This design comes from an exercise in tuning for small area, a short achievable clock period and few clock cycles per item on the open sky130 flow, not from production work. Where RTL was checked, it was by simulation tests only, not by an equivalence proof against the original. Power figures rest on the tool's default switching activity, not on a simulated workload.

==> inputs of fjord <==
// processor
module processor (clock, reset, instr, pc, bus, bus_valid, exit);
	input clock;
	input reset;             
	input [15:0] instr;      
	output reg [5:0] pc;     
	output reg [15:0] bus;
	output reg bus_valid;
	output exit;
	reg [2:0] op;            
	reg [7:0] sa, sb;        
	reg [7:0] sna, snb;      
	reg [9:0] lo;            
	reg [5:0] alt;           
	reg valid;               
	reg halted;              
	wire [15:0] imm = {{6{lo[9]}}, lo};
	wire [5:0] off = lo[5:0];
	wire ex = valid & ~halted;
	reg [15:0] r0, r1, r2, r3, r4, r5, r6, r7;
	wire [7:0] ra_lo = ({8{sa[0]}} & r0[7:0]) | ({8{sa[1]}} & r1[7:0]) | ({8{sa[2]}} & r2[7:0]) | ({8{sa[3]}} & r3[7:0]) |
	                   ({8{sa[4]}} & r4[7:0]) | ({8{sa[5]}} & r5[7:0]) | ({8{sa[6]}} & r6[7:0]) | ({8{sa[7]}} & r7[7:0]);
	wire [7:0] rb_lo = ({8{sb[0]}} & r0[7:0]) | ({8{sb[1]}} & r1[7:0]) | ({8{sb[2]}} & r2[7:0]) | ({8{sb[3]}} & r3[7:0]) |
  ...
==> module processor, before the edit <==
module processor (clock, reset, instr, pc, bus, bus_valid, exit);
	input clock;
	input reset;             
	input [15:0] instr;      
	output reg [5:0] pc;     
	output reg [15:0] bus;
	output reg bus_valid;
	output exit;
	reg [2:0] op;            
	reg [7:0] sa, sb;        
	reg [7:0] sna, snb;      
	reg [9:0] lo;            
	reg [5:0] alt;           
	reg valid;               
	reg halted;              
	wire [15:0] imm = {{6{lo[9]}}, lo};
	wire [5:0] off = lo[5:0];
	wire ex = valid & ~halted;
	reg [15:0] r0, r1, r2, r3, r4, r5, r6, r7;
	wire [7:0] ra_lo = ({8{sa[0]}} & r0[7:0]) | ({8{sa[1]}} & r1[7:0]) | ({8{sa[2]}} & r2[7:0]) | ({8{sa[3]}} & r3[7:0]) |
	                   ({8{sa[4]}} & r4[7:0]) | ({8{sa[5]}} & r5[7:0]) | ({8{sa[6]}} & r6[7:0]) | ({8{sa[7]}} & r7[7:0]);
	wire [7:0] rb_lo = ({8{sb[0]}} & r0[7:0]) | ({8{sb[1]}} & r1[7:0]) | ({8{sb[2]}} & r2[7:0]) | ({8{sb[3]}} & r3[7:0]) |
	                   ({8{sb[4]}} & r4[7:0]) | ({8{sb[5]}} & r5[7:0]) | ({8{sb[6]}} & r6[7:0]) | ({8{sb[7]}} & r7[7:0]);
	wire [7:0] ra_hi = ({8{sna[0]}} | r0[15:8]) & ({8{sna[1]}} | r1[15:8]) & ({8{sna[2]}} | r2[15:8]) & ({8{sna[3]}} | r3[15:8]) &
	                   ({8{sna[4]}} | r4[15:8]) & ({8{sna[5]}} | r5[15:8]) & ({8{sna[6]}} | r6[15:8]) & ({8{sna[7]}} | r7[15:8]);
	wire [7:0] rb_hi = ({8{snb[0]}} | r0[15:8]) & ({8{snb[1]}} | r1[15:8]) & ({8{snb[2]}} | r2[15:8]) & ({8{snb[3]}} | r3[15:8]) &
	                   ({8{snb[4]}} | r4[15:8]) & ({8{snb[5]}} | r5[15:8]) & ({8{snb[6]}} | r6[15:8]) & ({8{snb[7]}} | r7[15:8]);
	wire [15:0] ra = {ra_hi, ra_lo};
	wire [15:0] rb = {rb_hi, rb_lo};
	wire sub = (op == 3'b001);
	wire s_sum = ~reset & (op == 3'b000 | op == 3'b001);
	wire s_nan = ~reset & (op == 3'b010);
	wire s_imm = ~reset & (op == 3'b101);
	wire s_rep = ~reset & (op == 3'b111);
	wire [15:0] other = ({16{s_nan}} & ~(ra & rb)) | ({16{s_imm}} & imm) | ({16{s_rep}} & rb);
	wire [15:0] wd;
	addks u_add (.x(ra), .y(rb ^ {16{sub}}), .cin(sub), .sel(s_sum), .other(other), .o(wd));
	wire wr = ex & (op == 3'b000 | op == 3'b001 | op == 3'b010 | op == 3'b101 | op == 3'b111);
	wire [7:0] we = {8{reset}} | ({8{wr}} & sa);
	always @(posedge clock) begin
		if (we[0]) r0 <= wd;
		if (we[1]) r1 <= wd;
		if (we[2]) r2 <= wd;
		if (we[3]) r3 <= wd;
		if (we[4]) r4 <= wd;
		if (we[5]) r5 <= wd;
		if (we[6]) r6 <= wd;
		if (we[7]) r7 <= wd;
	end
	wire pred_ex = (op == 3'b110) & off[5];
	wire taken = (ra == 16'd0) & (off != 6'd0);
	wire redirect = ex & (op == 3'b110) & (taken != pred_ex);
	wire pred = (instr[15:13] == 3'b110) & instr[5];
	wire [5:0] pc_seq, pc_pred;
	pcnext u_pcnext (.pc(pc), .foff(instr[5:0]), .seq(pc_seq), .pred(pc_pred));
	always @(posedge clock) begin
		op <= instr[15:13];
		sa <= 8'd1 << instr[12:10];
		sb <= 8'd1 << instr[9:7];
		sna <= ~(8'd1 << instr[12:10]);
		snb <= ~(8'd1 << instr[9:7]);
		lo <= instr[9:0];
		alt <= pred ? pc_seq : pc_pred;
		if (reset) begin
			pc <= 6'd0;
			valid <= 1'b0;
			halted <= 1'b0;
		end else begin
			pc <= redirect ? alt : pred ? pc_pred : pc_seq;
			valid <= ~redirect;
			if (ex & (op == 3'b011)) halted <= 1'b1;
		end
	end
	always @(posedge clock) begin
		bus <= ra;
		bus_valid <= ~reset & ex & (op == 3'b100);
	end
	assign exit = halted | (ex & (op == 3'b011));
endmodule
export LEC_CHECK = 0
export CAP_MARGIN = 20
export CORE_MARGIN = 2
export CORE_UTILIZATION = 55
export CTS_BUF_LIST = sky130_fd_sc_hd__clkbuf_4 sky130_fd_sc_hd__clkbuf_8
export SETUP_SLACK_MARGIN = 4.0
export SLEW_MARGIN = 20
export SYNTH_HIERARCHICAL = 1
export SYNTH_MINIMUM_KEEP_SIZE = 0
create_clock -name core_clock -period 7.0 [get_ports {clock}]
standard.sh (not shown) runs the stock make flow with config.mk's settings and CLKGATE_MAP_FILE= SYNTH_SCRIPT=/design/flow/synth_recipe.tcl, a recipe that flattens the netlist after the stock synthesis.
==> flow/flow/run.sh <==
#!/bin/bash
# Standard layout (the standard.sh, unchanged synthesis and steps), with
# one change: the buffers placed on the ports are sky130_fd_sc_hd__buf_1
# instead of the default cell the port-buffering step picks.
# The make output goes to standard.log; each ORFS step keeps its own log
# under orfs/logs/.
set -euo pipefail
export BUFFER_PORTS_ARGS="-buffer_cell sky130_fd_sc_hd__buf_1"
bash standard.sh > standard.log 2>&1
==> cedar: changes against fjord <==
--- a/flow/design.v
+++ b/flow/design.v
@@ -254,4 +254,4 @@
 	output reg [5:0] pc;     
-	output reg [15:0] bus;
-	output reg bus_valid;
+	output [15:0] bus;
+	output bus_valid;
 	output exit;
@@ -259,3 +259,2 @@
 	reg [7:0] sa, sb;        
-	reg [7:0] sna, snb;      
 	reg [9:0] lo;            
@@ -268,12 +267,6 @@
 	reg [15:0] r0, r1, r2, r3, r4, r5, r6, r7;
-	wire [7:0] ra_lo = ({8{sa[0]}} & r0[7:0]) | ({8{sa[1]}} & r1[7:0]) | ({8{sa[2]}} & r2[7:0]) | ({8{sa[3]}} & r3[7:0]) |
-	                   ({8{sa[4]}} & r4[7:0]) | ({8{sa[5]}} & r5[7:0]) | ({8{sa[6]}} & r6[7:0]) | ({8{sa[7]}} & r7[7:0]);
-	wire [7:0] rb_lo = ({8{sb[0]}} & r0[7:0]) | ({8{sb[1]}} & r1[7:0]) | ({8{sb[2]}} & r2[7:0]) | ({8{sb[3]}} & r3[7:0]) |
-	                   ({8{sb[4]}} & r4[7:0]) | ({8{sb[5]}} & r5[7:0]) | ({8{sb[6]}} & r6[7:0]) | ({8{sb[7]}} & r7[7:0]);
-	wire [7:0] ra_hi = ({8{sna[0]}} | r0[15:8]) & ({8{sna[1]}} | r1[15:8]) & ({8{sna[2]}} | r2[15:8]) & ({8{sna[3]}} | r3[15:8]) &
-	                   ({8{sna[4]}} | r4[15:8]) & ({8{sna[5]}} | r5[15:8]) & ({8{sna[6]}} | r6[15:8]) & ({8{sna[7]}} | r7[15:8]);
-	wire [7:0] rb_hi = ({8{snb[0]}} | r0[15:8]) & ({8{snb[1]}} | r1[15:8]) & ({8{snb[2]}} | r2[15:8]) & ({8{snb[3]}} | r3[15:8]) &
-	                   ({8{snb[4]}} | r4[15:8]) & ({8{snb[5]}} | r5[15:8]) & ({8{snb[6]}} | r6[15:8]) & ({8{snb[7]}} | r7[15:8]);
-	wire [15:0] ra = {ra_hi, ra_lo};
-	wire [15:0] rb = {rb_hi, rb_lo};
+	wire [15:0] ra = ({16{sa[0]}} & r0) | ({16{sa[1]}} & r1) | ({16{sa[2]}} & r2) | ({16{sa[3]}} & r3) |
+	                 ({16{sa[4]}} & r4) | ({16{sa[5]}} & r5) | ({16{sa[6]}} & r6) | ({16{sa[7]}} & r7);
+	wire [15:0] rb = ({16{sb[0]}} & r0) | ({16{sb[1]}} & r1) | ({16{sb[2]}} & r2) | ({16{sb[3]}} & r3) |
+	                 ({16{sb[4]}} & r4) | ({16{sb[5]}} & r5) | ({16{sb[6]}} & r6) | ({16{sb[7]}} & r7);
 	wire sub = (op == 3'b001);
@@ -308,4 +301,2 @@
 		sb <= 8'd1 << instr[9:7];
-		sna <= ~(8'd1 << instr[12:10]);
-		snb <= ~(8'd1 << instr[9:7]);
 		lo <= instr[9:0];
@@ -322,6 +313,4 @@
 	end
-	always @(posedge clock) begin
-		bus <= ra;
-		bus_valid <= ~reset & ex & (op == 3'b100);
-	end
+	assign bus = ra;
+	assign bus_valid = ex & (op == 3'b100);
 	assign exit = halted | (ex & (op == 3'b011));
CTS_CLUSTER_DIAMETER = 100   (was default)
CTS_CLUSTER_SIZE = 40   (was default)
SETUP_SLACK_MARGIN = 3.8   (was 4.0)
==> key figures <==
Placement
  • Setup WS pre-CTS: 2.78 ns

Power
  • Combinational share of power: 0.220

Final layout
  • Multi-In Gates: 477

Run status
  • Status: timing/DRC/antenna clean
Source of the figures above: fjord

==> key figures <==
Power
  • Combinational share of power: 0.241

Placement
  • Setup WS pre-CTS: 2.84 ns

Routing
  • First-pass DRT Iterations: 5
  • WL/cell: 26.6 um

Final layout
  • Multi-In Gates: 475

Run status
  • Status: timing/DRC/antenna clean

GRT
  • GR Layer Usage met1: 0.417

Yosys
  • Mux contribution to synthesized area: 0.0694
Source of the figures above: cedar

No functional check of the RTL was part of any run of this note.

* * *

==> build 42: inputs <==
processor, a different RTL version from the one above (not shown whole).
export LEC_CHECK = 0
export CAP_MARGIN = 20
export CORE_MARGIN = 2
export CORE_UTILIZATION = 55
export CTS_BUF_LIST = sky130_fd_sc_hd__clkbuf_4 sky130_fd_sc_hd__clkbuf_8
export SETUP_SLACK_MARGIN = 4.0
export SLEW_MARGIN = 20
export SYNTH_HIERARCHICAL = 1
export SYNTH_MINIMUM_KEEP_SIZE = 0
create_clock -name core_clock -period 7.0 [get_ports {clock}]
run.sh (not shown) runs the stock make flow with config.mk's settings and CLKGATE_MAP_FILE= SYNTH_SCRIPT=/design/flow/synth_recipe.tcl, a recipe that flattens the netlist after the stock synthesis.
Stock flow here: none of the scripts above is used.
==> build 49 (differences from build 42) <==
--- a/flow/design.v
+++ b/flow/design.v
@@ -1,14 +1,17 @@
-module addks(x, y, cin, s);
+module addks(x, y, cin, sel, other, o);
 	input [15:0] x, y;
 	input cin;
-	output [15:0] s;
+	input sel;
+	input [15:0] other;
+	output [15:0] o;
 	wire p0_0, g0_0;
-	ks_pgc u_pg0 (.x(x[0]), .y(y[0]), .c(cin), .p(p0_0), .g(g0_0));
+	ks_p u_pg0 (.x(x[0]), .y(y[0]), .p(p0_0));
+	ks_maj u_g0 (.x(x[0]), .y(y[0]), .c(cin), .g(g0_0));
 	wire p0_1, g0_1;
 	ks_pg u_pg1 (.x(x[1]), .y(y[1]), .p(p0_1), .g(g0_1));
 	wire p0_2, g0_2;
 	ks_pg u_pg2 (.x(x[2]), .y(y[2]), .p(p0_2), .g(g0_2));
 	wire p0_3, g0_3;
 	ks_pg u_pg3 (.x(x[3]), .y(y[3]), .p(p0_3), .g(g0_3));
 	wire p0_4, g0_4;
 	ks_pg u_pg4 (.x(x[4]), .y(y[4]), .p(p0_4), .g(g0_4));
@@ -132,44 +135,80 @@
 	wire g4_12;
 	ks_gcn u_4_12 (.gh(g3_12), .ph(p3_12), .gl(g3_4), .go(g4_12));
 	wire g4_13;
 	ks_gcn u_4_13 (.gh(g3_13), .ph(p3_13), .gl(g3_5), .go(g4_13));
 	wire g4_14;
 	ks_gcn u_4_14 (.gh(g3_14), .ph(p3_14), .gl(g3_6), .go(g4_14));
 	wire g4_15;
 	ks_gcn u_4_15 (.gh(g3_15), .ph(p3_15), .gl(g3_7), .go(g4_15));
-	ks_sum u_s0 (.p(p0_0), .c(cin), .s(s[0]));
-	ks_sum u_s1 (.p(p0_1), .c(g0_0), .s(s[1]));
-	ks_sumn u_s2 (.p(p0_2), .c(g1_1), .s(s[2]));
-	ks_sum u_s3 (.p(p0_3), .c(g2_2), .s(s[3]));
-	ks_sum u_s4 (.p(p0_4), .c(g2_3), .s(s[4]));
-	ks_sumn u_s5 (.p(p0_5), .c(g3_4), .s(s[5]));
-	ks_sumn u_s6 (.p(p0_6), .c(g3_5), .s(s[6]));
-	ks_sumn u_s7 (.p(p0_7), .c(g3_6), .s(s[7]));
-	ks_sumn u_s8 (.p(p0_8), .c(g3_7), .s(s[8]));
-	ks_sum u_s9 (.p(p0_9), .c(g4_8), .s(s[9]));
-	ks_sum u_s10 (.p(p0_10), .c(g4_9), .s(s[10]));
-	ks_sum u_s11 (.p(p0_11), .c(g4_10), .s(s[11]));
-	ks_sum u_s12 (.p(p0_12), .c(g4_11), .s(s[12]));
-	ks_sum u_s13 (.p(p0_13), .c(g4_12), .s(s[13]));
-	ks_sum u_s14 (.p(p0_14), .c(g4_13), .s(s[14]));
-	ks_sum u_s15 (.p(p0_15), .c(g4_14), .s(s[15]));
+	wire x0_0, x1_0;
+	ks_pre u_pre0 (.p(p0_0), .sel(sel), .other(other[0]), .x0(x0_0), .x1(x1_0));
+	ks_mux u_o0 (.c(cin), .x0(x0_0), .x1(x1_0), .o(o[0]));
+	wire x0_1, x1_1;
+	ks_pre u_pre1 (.p(p0_1), .sel(sel), .other(other[1]), .x0(x0_1), .x1(x1_1));
+	ks_mux u_o1 (.c(g0_0), .x0(x0_1), .x1(x1_1), .o(o[1]));
+	wire x0_2, x1_2;
+	ks_pre u_pre2 (.p(p0_2), .sel(sel), .other(other[2]), .x0(x0_2), .x1(x1_2));
+	ks_muxn u_o2 (.c(g1_1), .x0(x0_2), .x1(x1_2), .o(o[2]));
+	wire x0_3, x1_3;
+	ks_pre u_pre3 (.p(p0_3), .sel(sel), .other(other[3]), .x0(x0_3), .x1(x1_3));
+	ks_mux u_o3 (.c(g2_2), .x0(x0_3), .x1(x1_3), .o(o[3]));
+	wire x0_4, x1_4;
+	ks_pre u_pre4 (.p(p0_4), .sel(sel), .other(other[4]), .x0(x0_4), .x1(x1_4));
+	ks_mux u_o4 (.c(g2_3), .x0(x0_4), .x1(x1_4), .o(o[4]));
+	wire x0_5, x1_5;
+	ks_pre u_pre5 (.p(p0_5), .sel(sel), .other(other[5]), .x0(x0_5), .x1(x1_5));
+	ks_muxn u_o5 (.c(g3_4), .x0(x0_5), .x1(x1_5), .o(o[5]));
+	wire x0_6, x1_6;
+	ks_pre u_pre6 (.p(p0_6), .sel(sel), .other(other[6]), .x0(x0_6), .x1(x1_6));
+	ks_muxn u_o6 (.c(g3_5), .x0(x0_6), .x1(x1_6), .o(o[6]));
+	wire x0_7, x1_7;
+	ks_pre u_pre7 (.p(p0_7), .sel(sel), .other(other[7]), .x0(x0_7), .x1(x1_7));
+	ks_muxn u_o7 (.c(g3_6), .x0(x0_7), .x1(x1_7), .o(o[7]));
+	wire x0_8, x1_8;
+	ks_pre u_pre8 (.p(p0_8), .sel(sel), .other(other[8]), .x0(x0_8), .x1(x1_8));
+	ks_muxn u_o8 (.c(g3_7), .x0(x0_8), .x1(x1_8), .o(o[8]));
+	wire x0_9, x1_9;
+	ks_pre u_pre9 (.p(p0_9), .sel(sel), .other(other[9]), .x0(x0_9), .x1(x1_9));
+	ks_mux u_o9 (.c(g4_8), .x0(x0_9), .x1(x1_9), .o(o[9]));
+	wire x0_10, x1_10;
+	ks_pre u_pre10 (.p(p0_10), .sel(sel), .other(other[10]), .x0(x0_10), .x1(x1_10));
+	ks_mux u_o10 (.c(g4_9), .x0(x0_10), .x1(x1_10), .o(o[10]));
+	wire x0_11, x1_11;
+	ks_pre u_pre11 (.p(p0_11), .sel(sel), .other(other[11]), .x0(x0_11), .x1(x1_11));
+	ks_mux u_o11 (.c(g4_10), .x0(x0_11), .x1(x1_11), .o(o[11]));
+	wire x0_12, x1_12;
+	ks_pre u_pre12 (.p(p0_12), .sel(sel), .other(other[12]), .x0(x0_12), .x1(x1_12));
+	ks_mux u_o12 (.c(g4_11), .x0(x0_12), .x1(x1_12), .o(o[12]));
+	wire x0_13, x1_13;
+	ks_pre u_pre13 (.p(p0_13), .sel(sel), .other(other[13]), .x0(x0_13), .x1(x1_13));
+	ks_mux u_o13 (.c(g4_12), .x0(x0_13), .x1(x1_13), .o(o[13]));
+	wire x0_14, x1_14;
+	ks_pre u_pre14 (.p(p0_14), .sel(sel), .other(other[14]), .x0(x0_14), .x1(x1_14));
+	ks_mux u_o14 (.c(g4_13), .x0(x0_14), .x1(x1_14), .o(o[14]));
+	wire x0_15, x1_15;
+	ks_pre u_pre15 (.p(p0_15), .sel(sel), .other(other[15]), .x0(x0_15), .x1(x1_15));
+	ks_mux u_o15 (.c(g4_14), .x0(x0_15), .x1(x1_15), .o(o[15]));
 endmodule
 module ks_pg(x, y, p, g);
 	input x, y;
 	output p, g;
 	assign p = x ^ y;
 	assign g = x & y;
 endmodule
-module ks_pgc(x, y, c, p, g);
-	input x, y, c;
-	output p, g;
+module ks_p(x, y, p);
+	input x, y;
+	output p;
 	assign p = x ^ y;
-	assign g = (x & y) | (p & c);
+endmodule
+module ks_maj(x, y, c, g);
+	input x, y, c;
+	output g;
+	assign g = (x & y) | (x & c) | (y & c);
 endmodule
 module ks_bcp(gh, ph, gl, pl, go, po);
 	input gh, ph, gl, pl;
 	output go, po;
 	assign go = ~(gh | (ph & gl));
 	assign po = ~(ph & pl);
 endmodule
 module ks_bcn(gh, ph, gl, pl, go, po);
@@ -183,65 +222,71 @@
 	output go;
 	assign go = ~(gh | (ph & gl));
 endmodule
 module ks_gcn(gh, ph, gl, go);
 	input gh, ph, gl;        
 	output go;
 	assign go = ~(gh & (ph | gl));
 endmodule
-module ks_sum(p, c, s);
-	input p, c;
-	output s;
-	assign s = p ^ c;
-endmodule
-module ks_sumn(p, c, s);
-	input p, c;              
-	output s;
-	assign s = ~(p ^ c);
+module ks_pre(p, sel, other, x0, x1);
+	input p, sel, other;
+	output x0, x1;
+	assign x0 = sel ? p : other;
+	assign x1 = x0 ^ sel;
+endmodule
+module ks_mux(c, x0, x1, o);
+	input c, x0, x1;
+	output o;
+	assign o = c ? x1 : x0;
+endmodule
+module ks_muxn(c, x0, x1, o);
+	input c;                 
+	input x0, x1;
+	output o;
+	assign o = c ? x0 : x1;
 endmodule
 module pcnext(pc, foff, seq, pred);
 	input [5:0] pc;          
 	input [5:0] foff;        
 	output [5:0] seq;        
 	output [5:0] pred;       
 	assign seq = pc + 6'd1;
 	assign pred = pc + foff;
 endmodule
 module processor (clock, reset, instr, pc, bus, bus_valid, exit);
 	input clock;
 	input reset;             
 	input [15:0] instr;      
 	output reg [5:0] pc;     
-	output [15:0] bus;
-	output bus_valid;
+	output reg [15:0] bus;
+	output reg bus_valid;
 	output exit;
 	reg [2:0] op;            
 	reg [7:0] sa, sb;        
 	reg [9:0] lo;            
 	reg [5:0] alt;           
 	reg valid;               
 	reg halted;              
 	wire [15:0] imm = {{6{lo[9]}}, lo};
 	wire [5:0] off = lo[5:0];
 	wire ex = valid & ~halted;
 	reg [15:0] r0, r1, r2, r3, r4, r5, r6, r7;
 	wire [15:0] ra = ({16{sa[0]}} & r0) | ({16{sa[1]}} & r1) | ({16{sa[2]}} & r2) | ({16{sa[3]}} & r3) |
 	                 ({16{sa[4]}} & r4) | ({16{sa[5]}} & r5) | ({16{sa[6]}} & r6) | ({16{sa[7]}} & r7);
 	wire [15:0] rb = ({16{sb[0]}} & r0) | ({16{sb[1]}} & r1) | ({16{sb[2]}} & r2) | ({16{sb[3]}} & r3) |
 	                 ({16{sb[4]}} & r4) | ({16{sb[5]}} & r5) | ({16{sb[6]}} & r6) | ({16{sb[7]}} & r7);
 	wire sub = (op == 3'b001);
-	wire [15:0] sum;
-	addks u_add (.x(ra), .y(rb ^ {16{sub}}), .cin(sub), .s(sum));
 	wire s_sum = ~reset & (op == 3'b000 | op == 3'b001);
 	wire s_nan = ~reset & (op == 3'b010);
 	wire s_imm = ~reset & (op == 3'b101);
 	wire s_rep = ~reset & (op == 3'b111);
-	wire [15:0] wd = ({16{s_sum}} & sum) | ({16{s_nan}} & ~(ra & rb)) |
-	                 ({16{s_imm}} & imm) | ({16{s_rep}} & rb);
+	wire [15:0] other = ({16{s_nan}} & ~(ra & rb)) | ({16{s_imm}} & imm) | ({16{s_rep}} & rb);
+	wire [15:0] wd;
+	addks u_add (.x(ra), .y(rb ^ {16{sub}}), .cin(sub), .sel(s_sum), .other(other), .o(wd));
 	wire wr = ex & (op == 3'b000 | op == 3'b001 | op == 3'b010 | op == 3'b101 | op == 3'b111);
 	wire [7:0] we = {8{reset}} | ({8{wr}} & sa);
 	always @(posedge clock) begin
 		if (we[0]) r0 <= wd;
 		if (we[1]) r1 <= wd;
 		if (we[2]) r2 <= wd;
 		if (we[3]) r3 <= wd;
 		if (we[4]) r4 <= wd;
@@ -266,12 +311,14 @@
 			valid <= 1'b0;
 			halted <= 1'b0;
 		end else begin
 			pc <= redirect ? alt : pred ? pc_pred : pc_seq;
 			valid <= ~redirect;
 			if (ex & (op == 3'b011)) halted <= 1'b1;
 		end
 	end
-	assign bus = ra;
-	assign bus_valid = ex & (op == 3'b100);
+	always @(posedge clock) begin
+		bus <= ra;
+		bus_valid <= ~reset & ex & (op == 3'b100);
+	end
 	assign exit = halted | (ex & (op == 3'b011));
 endmodule
==> flow/flow/run.sh (new file) <==
#!/bin/bash
set -euo pipefail
export BUFFER_PORTS_ARGS="-buffer_cell sky130_fd_sc_hd__buf_1"
export CTS_ARGS="-sink_clustering_enable -repair_clock_nets -buf_list {sky130_fd_sc_hd__clkbuf_4 sky130_fd_sc_hd__clkbuf_8} -dont_use_dummy_load"
bash standard.sh > standard.log 2>&1
==> flow/standard.sh (new file) <==
#!/bin/bash
# synth_recipe.tcl (not shown) runs the flow's synth.tcl, then flattens the netlist and writes it again
# the make line also repeats each setting of config.mk as NAME=value (left out here)
make -C /OpenROAD-flow-scripts/flow DESIGN_CONFIG=/design/flow/config.mk WORK_HOME=/design/flow/orfs CLKGATE_MAP_FILE= SYNTH_SCRIPT=/design/flow/synth_recipe.tcl "${@:-finish}"
Settings changed: CORE_UTILIZATION 55 to 45.
removed: flow/run.sh
==> trial 93 (differences from build 42) <==
Settings changed: SETUP_SLACK_MARGIN 4.0 to 3.5.
==> build 89 (differences from build 42) <==
==> flow/flow/run.sh (new file) <==
#!/bin/bash
# Standard layout (the standard.sh, unchanged synthesis and steps), with
# one change: the buffers placed on the ports are sky130_fd_sc_hd__buf_1
# instead of the default cell the port-buffering step picks.
# The make output goes to standard.log; each ORFS step keeps its own log
# under orfs/logs/.
set -euo pipefail
export BUFFER_PORTS_ARGS="-buffer_cell sky130_fd_sc_hd__buf_1"
bash standard.sh > standard.log 2>&1
==> flow/standard.sh (new file) <==
#!/bin/bash
# synth_recipe.tcl (not shown) runs the flow's synth.tcl, then flattens the netlist and writes it again
# the make line also repeats each setting of config.mk as NAME=value (left out here)
make -C /OpenROAD-flow-scripts/flow DESIGN_CONFIG=/design/flow/config.mk WORK_HOME=/design/flow/orfs CLKGATE_MAP_FILE= SYNTH_SCRIPT=/design/flow/synth_recipe.tcl "${@:-finish}"
Settings changed: SETUP_SLACK_MARGIN 4.0 to 3.5.
removed: flow/run.sh
==> summary of the runs <==
Build 42 passed the timing, design-rule and antenna checks. Trial 93 finished with timing, DRC and antenna clean. Build 49 passed the timing, design-rule and antenna checks. Build 89 finished with timing, DRC and antenna clean. Against trial 93, the critical path depth of build 49 is higher by 4. Between build 89 and build 49, the lower sequential power is in build 89 (gap about 10%, measured against build 49). The lowest total power belongs to trial 93, the highest to build 42. In hold slack, build 42 and build 89 hardly differ. Synthesized area is the same in trial 93 and build 89.
Testbench counts of build 42, summed over its fixed seeds: cycles 45,298, instructions 43,963.
Testbench counts of build 49, summed over its fixed seeds: cycles 45,298, instructions 43,963.
Testbench counts of trial 93, summed over its fixed seeds: cycles 45,298, instructions 43,963.
Testbench counts of build 89, summed over its fixed seeds: cycles 45,298, instructions 43,963.

[what the ideal ports hide]
No port has a modelled driver above. Below, the same layouts with a new extraction and two added sets of constraints. Step 1, drivers: a clkbuf_16 drives clock and a buf_2 each remaining input, both assumed. Step 2, shift: input delay + t, output delay - t, t = (earliest + latest rising clock arrival at the registers) / 2. This alone moves slack from input paths to output paths. Three values: no drivers, after step 1, after step 2; two values: the first two.
run	t, ns	setup slack, ns	worst setup path after step 2	worst register clock-pin slew, ns	pins driven straight from the clock port
fjord	0.595	4.036 / 4.047 / 3.452	input to register	0.07 / 0.07	1
cedar	0.515	3.873 / 3.833 / 3.434	input to register	0.10 / 0.10	1
build 42	0.508	3.687 / 3.687 / 3.667	input to register	0.10 / 0.10	1
build 49	0.499	3.977 / 3.994 / 3.495	input to register	0.10 / 0.10	1
trial 93	0.504	3.477 / 3.438 / 3.174	input to register	0.09 / 0.09	1
build 89	0.506	3.637 / 3.597 / 3.471	input to register	0.10 / 0.10	1
After both steps every run listed still meets setup and hold. For fjord, which loses most, drivers alone change the setup slack by +0.011 ns; drivers and shift together by -0.584 ns.
